Background: an optimization exercise with open tools, aiming at small area. Do not read the settings as production practice.
Only simulation tests tie the RTL to the original design; equivalence was not proved.

==> inputs of run a <==
## top_module
module top_module #(parameter N = 31, M = 31) (
  input signed [N:0] a, input signed [N:0] b, input signed [N:0] p, input signed [N:0] q,
  input clk, input rst, rst1,
  output signed [N:0] af, output signed [N:0] bf, output signed [N:0] pf, output signed [N:0] qf,
  output [M:0] output_angle_vec, output [M:0] output_angle_rot);
  wire vs0 = b[31];
  wire vx0s_1, vx0c_1;
  fadd u_vx0_1 (.a(a[0]), .b((b[0] ^ vs0)), .c(vs0), .s(vx0s_1), .co(vx0c_1));
  wire vx0s_2, vx0c_2;
  fadd u_vx0_2 (.a(a[1]), .b((b[1] ^ vs0)), .c(vx0c_1), .s(vx0s_2), .co(vx0c_2));
  wire vx0s_3, vx0c_3;
  fadd u_vx0_3 (.a(a[2]), .b((b[2] ^ vs0)), .c(vx0c_2), .s(vx0s_3), .co(vx0c_3));
  wire vx0s_4, vx0c_4;
  fadd u_vx0_4 (.a(a[3]), .b((b[3] ^ vs0)), .c(vx0c_3), .s(vx0s_4), .co(vx0c_4));
  wire vx0s_5, vx0c_5;
  fadd u_vx0_5 (.a(a[4]), .b((b[4] ^ vs0)), .c(vx0c_4), .s(vx0s_5), .co(vx0c_5));
  wire vx0s_6, vx0c_6;
  fadd u_vx0_6 (.a(a[5]), .b((b[5] ^ vs0)), .c(vx0c_5), .s(vx0s_6), .co(vx0c_6));
  wire vx0s_7, vx0c_7;
  fadd u_vx0_7 (.a(a[6]), .b((b[6] ^ vs0)), .c(vx0c_6), .s(vx0s_7), .co(vx0c_7));
  wire vx0s_8, vx0c_8;
  fadd u_vx0_8 (.a(a[7]), .b((b[7] ^ vs0)), .c(vx0c_7), .s(vx0s_8), .co(vx0c_8));
  wire vx0s_9, vx0c_9;
  ...
Settings: LEC_CHECK=0, CAP_MARGIN=20, CORE_MARGIN=2, CORE_UTILIZATION=40, PLACE_DENSITY=0.6, SLEW_MARGIN=20, SYNTH_HIERARCHICAL=1; clock period 8.0 ns.
standard.sh (not shown) runs the stock make flow with config.mk's settings and CLKGATE_MAP_FILE= SYNTH_SCRIPT=/design/flow/synth_recipe.tcl, a recipe that flattens the netlist after the stock synthesis.
==> flow/flow/run.sh <==
#!/bin/bash
# Own flow: the standard layout (standard.sh, unchanged synthesis and steps), with
#  - port buffers made from the smallest buffer cell instead of clkdlybuf4s50_1, and
#  - the clock tree built without dummy loads and with larger leaf clusters.
# Every ORFS step writes its full log under orfs/logs/; this script's own output goes to
# run_flow.log in the work folder.
set -euo pipefail
exec > >(tee -a run_flow.log) 2>&1
export BUFFER_PORTS_ARGS="-buffer_cell sky130_fd_sc_hd__buf_1"
export CTS_ARGS="-sink_clustering_enable -repair_clock_nets -dont_use_dummy_load -buf_list sky130_fd_sc_hd__clkbuf_16 -sink_clustering_size 24 -sink_clustering_max_diameter 80"
bash standard.sh
==> run b: changes against run a <==
--- a/flow/flow/run.sh
+++ b/flow/flow/run.sh
@@ -8,4 +8,4 @@
 exec > >(tee -a run_flow.log) 2>&1
 export BUFFER_PORTS_ARGS="-buffer_cell sky130_fd_sc_hd__buf_1"
-export CTS_ARGS="-sink_clustering_enable -repair_clock_nets -dont_use_dummy_load -buf_list sky130_fd_sc_hd__clkbuf_16 -sink_clustering_size 24 -sink_clustering_max_diameter 80"
+export CTS_ARGS="-sink_clustering_enable -repair_clock_nets -dont_use_dummy_load -buf_list sky130_fd_sc_hd__clkbuf_8 -sink_clustering_size 16 -sink_clustering_max_diameter 60"
 bash standard.sh
- CORE_UTILIZATION: 40 -> 55
- PLACE_DENSITY: 0.6 -> 0.7
==> qor summary <==
	run b	run a
Via count	91,516	90,131
Maximum fanout along the worst path	7	9
Worst-skew pair later-pin latency	1.10 ns	0.88 ns
Met3 demand-to-capacity share in global routing	2.78%	1.79%
Min Clock Period, post-route	7.75 ns	7.64 ns
Number of placement rows	199	233
Wl on met1	147 mm	156 mm
Slowest stage delay, CP	0.43 ns	0.42 ns
Non-clock buffer share	2.11%	2.42%
Initial core utilization	55.2%	40.2%
Final cell count without fillers	17,888	19,389
Result of the run	complete, no violations	complete, no violations

static timing again, ports no longer ideal:
No port has a modelled driver above. Below, the same layouts with a new extraction and two added sets of constraints.
Step 1, drivers: a clkbuf_16 drives clk and a buf_2 each remaining input, both assumed.
Step 2 moves the port delays by t, midway between the first and last clock arrival at a register: inputs arrive t later, outputs are due t later. That takes back most of the time a late clock gives input paths.
Three values: no drivers, after step 1, after step 2; two values: the first two.
run | t, ns | setup slack, ns | pins driven straight from the clock port
run a | 0.944 | 0.362 / 0.362 / 0.362 | 1
run b | 1.098 | 0.246 / 0.246 / 0.246 | 1
After both steps every run listed still meets setup and hold.
